Context: an optimization exercise on an open-source flow, tuned for small area, a short achievable clock period and few clock cycles per item. The choices shown serve that exercise and are no tape-out recipe.
Only simulation tests tie the RTL to the original design; equivalence was not proved.
No activity file was given, so power comes from the tool's default toggle rates.

==> design/flow/constraint.sdc <==
create_clock -name core_clock -period 10.0 [get_ports {clk}]
set_input_delay 2.0000 -clock core_clock [delete_from_list [all_inputs] [get_ports {clk}]]
set_output_delay 2.0000 -clock core_clock [all_outputs]
set_load 0.01 [all_outputs]
==> design/flow/run.sh <==
#!/bin/bash
# synth_recipe.tcl (not shown) runs the flow's synth.tcl, then flattens the netlist and writes it again
# the make line also repeats each setting of config.mk as NAME=value (left out here)
make -C /OpenROAD-flow-scripts/flow DESIGN_CONFIG=/design/flow/config.mk WORK_HOME=/design/flow/orfs CLKGATE_MAP_FILE= SYNTH_SCRIPT=/design/flow/synth_recipe.tcl finish
==> design/flow/config.mk <==
export PLATFORM = sky130hd
export DESIGN_NAME = mult32x32_fast
export DESIGN_NICKNAME = mult32x32_fast
export VERILOG_FILES = /design/flow/design.v
export SDC_FILE = /design/flow/constraint.sdc
export NUM_CORES = 4
export LEC_CHECK = 0
export CAP_MARGIN = 20
export CORE_MARGIN = 2
export CORE_UTILIZATION = 40
export SLEW_MARGIN = 20
==> design/flow/design.v <==
module mult32x32_fast_fsm (
    input logic clk,               
    input logic reset,             
    input logic start,             
    input logic a_msb_is_0,        
    input logic b_msw_is_0,        
    output logic busy,             
    output logic [1:0] a_sel,      
    output logic b_sel,            
    output logic [2:0] shift_sel,  
    output logic upd_prod,         
    output logic clr_prod          
);
typedef enum { Idle, FirstByte1b, SecondByte1b, ThirdByte1b, FourthByte1b, FirstByte2b, SecondByte2b, ThirdByte2b, FourthByte2b } sm_type;
	sm_type current_state;
	sm_type next_state;
	always_ff @(posedge clk, posedge reset) begin
		if (reset == 1'b1) begin
			current_state <= Idle;  
		end
		else begin
			current_state <= next_state;
		end
	end
	always_comb begin
		next_state = current_state;
		busy = 1'b0;
		a_sel = 2'd0;
		b_sel = 1'b0;
		shift_sel = 3'd0;
		upd_prod = 1'b1;
		clr_prod = 1'b0;
		case (current_state)
			Idle: begin
				if (start == 1'b1) begin
					next_state = FirstByte1b;
					clr_prod = 1'b1;
				end
				else begin
					upd_prod = 0;
				end
			end
			FirstByte1b: begin
				next_state = SecondByte1b;
				busy = 1'b1;
			end
			SecondByte1b: begin
				next_state = ThirdByte1b;
				busy = 1'b1;
				a_sel= 2'd1;
				shift_sel = 3'd1;
			end
			ThirdByte1b: begin
				if (a_msb_is_0 == 1 && b_msw_is_0 == 1) begin
					next_state = Idle;
				end
				else if (a_msb_is_0 == 1) begin
					next_state = FirstByte2b;
				end
				else begin
					next_state = FourthByte1b;
				end
				busy = 1'b1;
				a_sel = 2'd2;
				shift_sel = 3'd2;
			end
			FourthByte1b: begin
				if (b_msw_is_0 == 1) begin
					next_state = Idle;
				end
				else begin
					next_state = FirstByte2b;
				end
				busy = 1'b1;
				a_sel = 2'd3;
				shift_sel = 3'd3;
			end
			FirstByte2b: begin
				next_state = SecondByte2b;
				busy = 1'b1;
				b_sel = 1'd1;
				shift_sel = 3'd2;
			end
			SecondByte2b: begin
				next_state = ThirdByte2b;
				busy = 1'b1;
				a_sel = 2'd1;
				b_sel = 1'b1;
				shift_sel = 3'd3;
			end
			ThirdByte2b: begin
				if (a_msb_is_0 == 1) begin
					next_state = Idle;
				end
				else begin
					next_state = FourthByte2b;
				end
				busy = 1'b1;
				a_sel = 2'd2;
				b_sel = 1'b1;
				shift_sel = 3'd4;
			end
			FourthByte2b: begin
				next_state = Idle;
				a_sel = 2'd3;
				b_sel = 1'b1;
				shift_sel = 3'd5;
				busy = 1'b1;
			end
		endcase
	end
endmodule
module mult32x32_fast_arith (
    input logic clk,              
    input logic reset,            
    input logic [31:0] a,         
    input logic [31:0] b,         
    input logic [1:0] a_sel,      
    input logic b_sel,            
    input logic [2:0] shift_sel,  
    input logic upd_prod,         
    input logic clr_prod,         
    output logic a_msb_is_0,      
    output logic b_msw_is_0,      
    output logic [63:0] product   
);
logic [7:0] mux4ToMult;
	logic [15:0] mux2ToMult;
	logic [23:0] multToShifter;
	logic [63:0] shifterToAdder;
	always_ff @(posedge clk, posedge reset) begin  
		if (reset == 1'b1) begin
			product <= 64'b0;
		end
		else begin 
			if (clr_prod == 1'b1) begin 
				product <= 64'b0;
			end
			else if (upd_prod == 1'b1) begin
				product <= product + shifterToAdder;  
			end
		end
	end
	always_comb begin  
		case (a_sel)
			2'd0: begin
				mux4ToMult = a[7:0];
			end
			2'd1: begin
				mux4ToMult = a[15:8];
			end
			2'd2: begin
				mux4ToMult = a[23:16];
			end
			2'd3: begin
				mux4ToMult = a[31:24];
			end
		endcase
	end
	always_comb begin  
		if (b_sel == 1'b0) begin
			mux2ToMult = b[15:0];
		end
		else begin
			mux2ToMult = b[31:16];
		end
	end
	assign multToShifter = mux2ToMult * mux4ToMult;  
	always_comb begin  
		case (shift_sel)
			3'd0: shifterToAdder = multToShifter << 0;
			3'd1: shifterToAdder = multToShifter << 8;
			3'd2: shifterToAdder = multToShifter << 16;
			3'd3: shifterToAdder = multToShifter << 24;
			3'd4: shifterToAdder = multToShifter << 32;
			3'd5: shifterToAdder = multToShifter << 40;
			default: shifterToAdder = 64'd0;
		endcase
	end
	always_comb begin
	a_msb_is_0 = (a[31:24] == 8'b0);
	b_msw_is_0 = (b[31:16] == 16'b0);
	end
endmodule
module mult32x32_fast (
    input logic clk,             
    input logic reset,           
    input logic start,           
    input logic [31:0] a,        
    input logic [31:0] b,        
    output logic busy,           
    output logic [63:0] product  
);
	logic [1:0] a_sel;
	logic b_sel;
	logic [2:0] shift_sel;
	logic upd_prod;
	logic clr_prod;
	logic a_msb_is_0;
	logic b_msw_is_0;
	mult32x32_fast_fsm fsm (
		.clk(clk),
		.reset(reset),
		.start(start),
		.busy(busy),
		.a_sel(a_sel),
		.b_sel(b_sel),
		.shift_sel(shift_sel),
		.upd_prod(upd_prod),
		.clr_prod(clr_prod),
		.a_msb_is_0(a_msb_is_0),
		.b_msw_is_0(b_msw_is_0)
	);
	mult32x32_fast_arith arithUnit (
		.clk(clk),
		.reset(reset),
		.a(a),
		.b(b),
		.a_sel(a_sel),
		.b_sel(b_sel),
		.shift_sel(shift_sel),
		.upd_prod(upd_prod),
		.clr_prod(clr_prod),
		.product(product),
		.a_msb_is_0(a_msb_is_0),
		.b_msw_is_0(b_msw_is_0)
	);
endmodule
==> notes.md <==
==> state kept, by name, indices dropped and copies added, names as in the netlist <==
register,cells
fsm.current_state,4
arithUnit.product,64
==> through the flow <==
stage                     power (mW)  instances
final                           6.60       2137
after global routing            7.17       2137
after CTS                       6.40       2133
after detailed placement        5.97       2116
after global placement          5.92       2116
after floorplan                 3.55       1443
==> worst max-delay path by stage <==
stage,endpoint,slack (ns),cells past startpoint
final,arithUnit.product[61],0.33,37
after global routing,arithUnit.product[61],-0.03,36
after CTS,arithUnit.product[44],-0.02,34
after detailed placement,arithUnit.product[44],-0.51,35
after global placement,arithUnit.product[44],-0.40,35
after floorplan,arithUnit.product[62],0.33,33
==> power groups by stage <==
stage / sequential [mW] / combinational (mW) / clock, mW
after global placement: 0.577 / 5.34 / 0
after global routing: 0.591 / 6.20 / 0.380
after detailed placement: 0.577 / 5.39 / 0
after CTS: 0.575 / 5.46 / 0.369
final: 0.576 / 5.66 / 0.362
after floorplan: 0.585 / 2.97 / 0
==> synth_stat cells (4+ instances only) <==
master and instances:
sky130_fd_sc_hd__nand3_1 18, sky130_fd_sc_hd__or3_1 4, sky130_fd_sc_hd__a31oi_1 13, sky130_fd_sc_hd__o211ai_1 5
sky130_fd_sc_hd__xnor2_1 46, sky130_fd_sc_hd__or2_2 15, sky130_fd_sc_hd__xor2_1 36, sky130_fd_sc_hd__fa_1 85
sky130_fd_sc_hd__nand4_1 13, sky130_fd_sc_hd__nor2_1 176, sky130_fd_sc_hd__o22ai_1 6, sky130_fd_sc_hd__o21ai_1 8
sky130_fd_sc_hd__nand2_1 117, sky130_fd_sc_hd__nor3_1 12, sky130_fd_sc_hd__and4_1 4, sky130_fd_sc_hd__nand3b_1 61
sky130_fd_sc_hd__nor2b_1 8, sky130_fd_sc_hd__a22oi_1 8, sky130_fd_sc_hd__and2_1 13, sky130_fd_sc_hd__nor4_1 7
sky130_fd_sc_hd__mux2i_1 38, sky130_fd_sc_hd__dfrtp_1 68, sky130_fd_sc_hd__inv_1 121, sky130_fd_sc_hd__o21bai_1 21
sky130_fd_sc_hd__and3_1 11, sky130_fd_sc_hd__a21o_1 39, sky130_fd_sc_hd__nor3b_1 5, sky130_fd_sc_hd__o21a_1 4
sky130_fd_sc_hd__o21ai_0 127, sky130_fd_sc_hd__o221ai_1 24, sky130_fd_sc_hd__buf_2 4, sky130_fd_sc_hd__nand2b_1 11
sky130_fd_sc_hd__a211oi_1 11, sky130_fd_sc_hd__clkbuf_1 58, sky130_fd_sc_hd__a21oi_1 97, sky130_fd_sc_hd__ha_1 107
==> worst max-delay path: cells and delay by family <==
| kind | cells | cell delay [ns] |
|---|---|---|
| fa+ha+maj | 6 | 2.84 |
| xor+xnor | 1 | 0.16 |
| mux | 2 | 0.15 |
| buf+inv | 8 | 1.24 |
| compound gates | 13 | 2.14 |
| simple gates | 7 | 1.41 |
==> what timing repair did <==
| item | in CTS | in global routing |
|---|---|---|
| resized for setup | 7 | 86 |
| endpoints found under the setup margin | 7 | 27 |
| pin swaps | 1 | 52 |
| setup buffers | 1 | 3 |
| cloned | 0 | 0 |
==> kinds of logic (layout without fill, tap and decap cells) <==
family | Yosys count | after routing | synth area share
AND/OR/NAND/NOR | 478 | 478 | 0.203
XOR/XNOR | 82 | 82 | 0.0629
multiplexers | 39 | 39 | 0.0343
flip-flops | 68 | 68 | 0.149
AO/OA/AOI/OAI | 397 | 397 | 0.221
adder cells (fa/ha/maj) | 192 | 192 | 0.266
buffers and inverters | 187 | 503 | 0.0626
==> per-layer routing <==
metal | part of all wire | up-vias | routed length (µm) | track usage
met3 | 0.047 | 36 | 1750 | 0.0352
met1 | 0.47 | 5524 | 17300 | 0.349
met2 | 0.47 | 283 | 17300 | 0.395
met5 | 0 | - | 0 | 0
li1 | - | 5659 | - | -
met4 | 0.014 | 0 | 530 | 0.0530
==> layout make-up <==
type                       count  area [µm²]
tap                          378         473
timing repair buffer         366        3100
multi-input combinational   1188        9380
clock inverter                 6        87.6
inverter                     121         454
fill                        2678       12500
clock buffer                  10         239
sequential                    68        1700
==> cell usage in the layout, fill, tap and decap left out, types with 10 or more instances in the layout <==
cell type / synthesis / layout
sky130_fd_sc_hd__nand4_1: 13 / 13
sky130_fd_sc_hd__o21ai_1: 8 / 18
sky130_fd_sc_hd__o21ai_0: 127 / 112
sky130_fd_sc_hd__a21oi_1: 97 / 81
sky130_fd_sc_hd__xnor2_1: 46 / 43
sky130_fd_sc_hd__nor3_1: 12 / 10
sky130_fd_sc_hd__ha_1: 107 / 102
sky130_fd_sc_hd__nand3b_1: 61 / 61
sky130_fd_sc_hd__o21bai_1: 21 / 21
sky130_fd_sc_hd__o221ai_1: 24 / 18
sky130_fd_sc_hd__and3_1: 11 / 10
sky130_fd_sc_hd__clkdlybuf4s50_1: 0 / 130
sky130_fd_sc_hd__fa_1: 85 / 83
sky130_fd_sc_hd__xor2_1: 36 / 36
sky130_fd_sc_hd__a21o_1: 39 / 39
sky130_fd_sc_hd__nor2_1: 176 / 161
sky130_fd_sc_hd__inv_1: 121 / 119
sky130_fd_sc_hd__nand2_1: 117 / 116
sky130_fd_sc_hd__nor2_2: 0 / 14
sky130_fd_sc_hd__or2_2: 15 / 15
sky130_fd_sc_hd__buf_4: 0 / 233
sky130_fd_sc_hd__dfrtp_1: 68 / 68
sky130_fd_sc_hd__a21oi_2: 3 / 19
sky130_fd_sc_hd__mux2i_1: 38 / 38
sky130_fd_sc_hd__nand3_1: 18 / 18
sky130_fd_sc_hd__a31oi_1: 13 / 10
sky130_fd_sc_hd__nand2b_1: 11 / 11
sky130_fd_sc_hd__and2_1: 13 / 13
==> results_tabular.tex <==
\begin{tabular}{lr}
\hline
Metric & Value \\
\hline
\multicolumn{2}{l}{\textbf{Run status}} \\
Outcome & no timing/DRC/antenna violations \\
\multicolumn{2}{l}{\textbf{Pwr}} \\
Switching part of the total & 0.489 \\
Switching power total & around 3.2 mW \\
Combinational Power Share & 0.858 \\
Internal power component & roughly 3.4 mW \\
Leakage power & between 7 and 8 nW \\
Sequential share of power & 0.087 \\
Max rail drop VDD & between 0.0003 and 0.0004 V \\
Power density over cell area & about 430 nW/µm² \\
Part of the power in the clock network & 0.055 \\
\multicolumn{2}{l}{\textbf{Synth}} \\
Syn nets & 1,702 \\
Most area-consuming cells after synthesis & sky130\_fd\_sc\_hd\_\_dfrtp\_1 (15\%), sky130\_fd\_sc\_hd\_\_fa\_1 (15\%), sky130\_fd\_sc\_hd\_\_ha\_1 (12\%) \\
Synth top area share & 0.149 \\
Average instance area after synthesis & roughly 7.9 µm² \\
Number of enable flip-flop cells after synthesis & 0 \\
Predominant post-synthesis flop cell & sky130\_fd\_sc\_hd\_\_dfrtp\_1 \\
Post-Syn Area & 11,400 µm² \\
Async set-reset flop share out of synthesis & 1.00 \\
Synth warn & 2 \\
Synthesized instance count & between 1k and 1.5k \\
Flip-flop and latch count after synthesis & between 60 and 70 \\
Unique masters post-synth & 64 \\
Yosys top cell by area & sky130\_fd\_sc\_hd\_\_dfrtp\_1 \\
Fraction of the yosys area taken by sequential cells & 0.149 \\
\multicolumn{2}{l}{\textbf{STA}} \\
Post-layout worst setup margin & $\sim$0.33 ns \\
Final cycle utilization of the critical path & 0.967 \\
Number of failing setup endpoints in the final timing report & 0 \\
Upper clock frequency limit & 103 MHz \\
Final Hold Slack & roughly 0.55 ns \\
Accumulated negative setup slack & 0 ns \\
Relative slew margins & 0.384 \\
Final slew viol count & 0 \\
Worst-Margin Slew & just over 0.9 ns \\
Total count of hold-check failures in the final report & 0 \\
Worst clock skew & approximately 0.014 ns \\
Fin crit period & 9.67 ns \\
\multicolumn{2}{l}{\textbf{Routing}} \\
Vias per cell & 5.38 \\
DRC violations left & 0 \\
Wirelength per Cell & 17.2 µm \\
Violation count after the first detailed-route iteration & approximately 650 \\
Total length of routed wires & about 37,000 µm \\
Count of vias placed by the detailed router & approximately 12k \\
Antenna Nets Post-Route & 0 \\
Drt pass-1 iters & 5 \\
\multicolumn{2}{l}{\textbf{Floorplanning}} \\
Initial standard-cell utilization of the core & 0.409 \\
Row Count & 61 \\
Area of the die & roughly 30,000 µm² \\
Die Height & $\sim$170 µm \\
Die extent in x & around 170 µm \\
Number of ports placed on the die boundary & roughly 130 \\
Std-Cell Core Area & $\sim$28,000 µm² \\
\multicolumn{2}{l}{\textbf{Min path}} \\
End point of the worst hold path & arithUnit.product[33] \\
Worst hold path cell count & 2 \\
Start point of the worst min-delay path & arithUnit.product[33] \\
Type of the worst min-delay path & flop to flop \\
\multicolumn{2}{l}{\textbf{Clocking}} \\
Clk\_lat worst skew & around 0.36 ns \\
Number of sinks driven by the clock tree & a little under 70 \\
Root buffer selected by CTS & sky130\_fd\_sc\_hd\_\_clkbuf\_16 \\
Largest buffer count on any clock path & 2 \\
TritonCTS buffer count & 9 \\
Hold bufs inserted after CTS & 0 \\
Clock tree from TritonCTS & done \\
CTS H-tree lvls & 3 \\
Clock slew at reported path FFs & around 0.070 ns \\
\multicolumn{2}{l}{\textbf{Cells and area}} \\
Diodes inserted & 0 \\
Final \#Nets & $\sim$2.0k \\
Layout overhead on the synthesized area & 35.2\% \\
End-of-flow core utilization & 0.552 \\
Post-layout instance area & between 15,000 and 20,000 µm² \\
Share of post-route cells with drive strength above 1 & 0.202 \\
\multicolumn{2}{l}{\textbf{Worst setup path}} \\
Launching element type of the critical path & input pin \\
R2R depth & 36 \\
Arr. time, crit path & approximately 10 ns \\
Critical path required time & 10.27 ns \\
Flop2flop setup slack & 0.96 ns \\
Delay of the slowest cell on the worst path & 0.56 ns \\
Start point of the critical path & a[22] \\
Category of the worst setup path capture point & flop \\
Reg-to-Reg End & arithUnit.product[61] \\
Startpoint of the lowest-slack register-to-register path & fsm.current\_state[0] \\
Slowest stage cell on the critical path & sky130\_fd\_sc\_hd\_\_fa\_1 \\
Start-to-end type of the worst setup path & input pin to flop \\
CP Max Fanout & 9 \\
\multicolumn{2}{l}{\textbf{Job}} \\
Number of max-cap violations & 0 \\
\multicolumn{2}{l}{\textbf{Place}} \\
Placed inst area & $\sim$15,000 µm² \\
Last weighted congestion value of the routability-driven placer & around 0.93 \\
Worst setup timing slack at the placement stage & -0.510 ns \\
Buffers added on ports & 131 \\
Detailed placer's ending HPWL & 29,500 µm \\
\multicolumn{2}{l}{\textbf{Global routing}} \\
Overall overflow remaining after global route & 0 \\
Global-route wire length before repair & about 60,000 µm \\
Antenna violations before repair & 0 \\
Tot GR Track Use & 0.245 \\
Largest net degree at the start of global routing & between 60 and 70 \\
Vias in the first global route & around 11k \\
\hline
\end{tabular}
Testbench counts, summed over its fixed seeds: cycles 20,034, items 3,200.

==> what the ideal ports hide <==
In the flow no input, the clock included, has a driving cell. The finished layout below was timed again as built, in two steps. Step 1 (the two cells are an assumption about what drives the block):
set clk [get_ports {clk}]
set_driving_cell -lib_cell sky130_fd_sc_hd__clkbuf_16 $clk
set_driving_cell -lib_cell sky130_fd_sc_hd__buf_2 [delete_from_list [all_inputs] $clk]
Step 2 moves the port delays by t, midway between the first and last clock arrival at a register: inputs arrive t later, outputs are due t later. That takes back most of the time a late clock gives input paths. a / b / c = ideal ports / drivers / drivers and shift; a / b = the first two.
t, ns: 0.399
setup WS [ns]: 0.327 / 0.339 / -0.060
clock arrival spread, ns: 0.013 / 0.014
worst data-port slew with drivers (ns): 0.04
cell pins on the clock port's net: 1
With both steps, setup timing fails in this run, where it was met with ideal ports. The setup slack of this run moves by +0.012 ns with the drivers and by -0.387 ns with both steps.
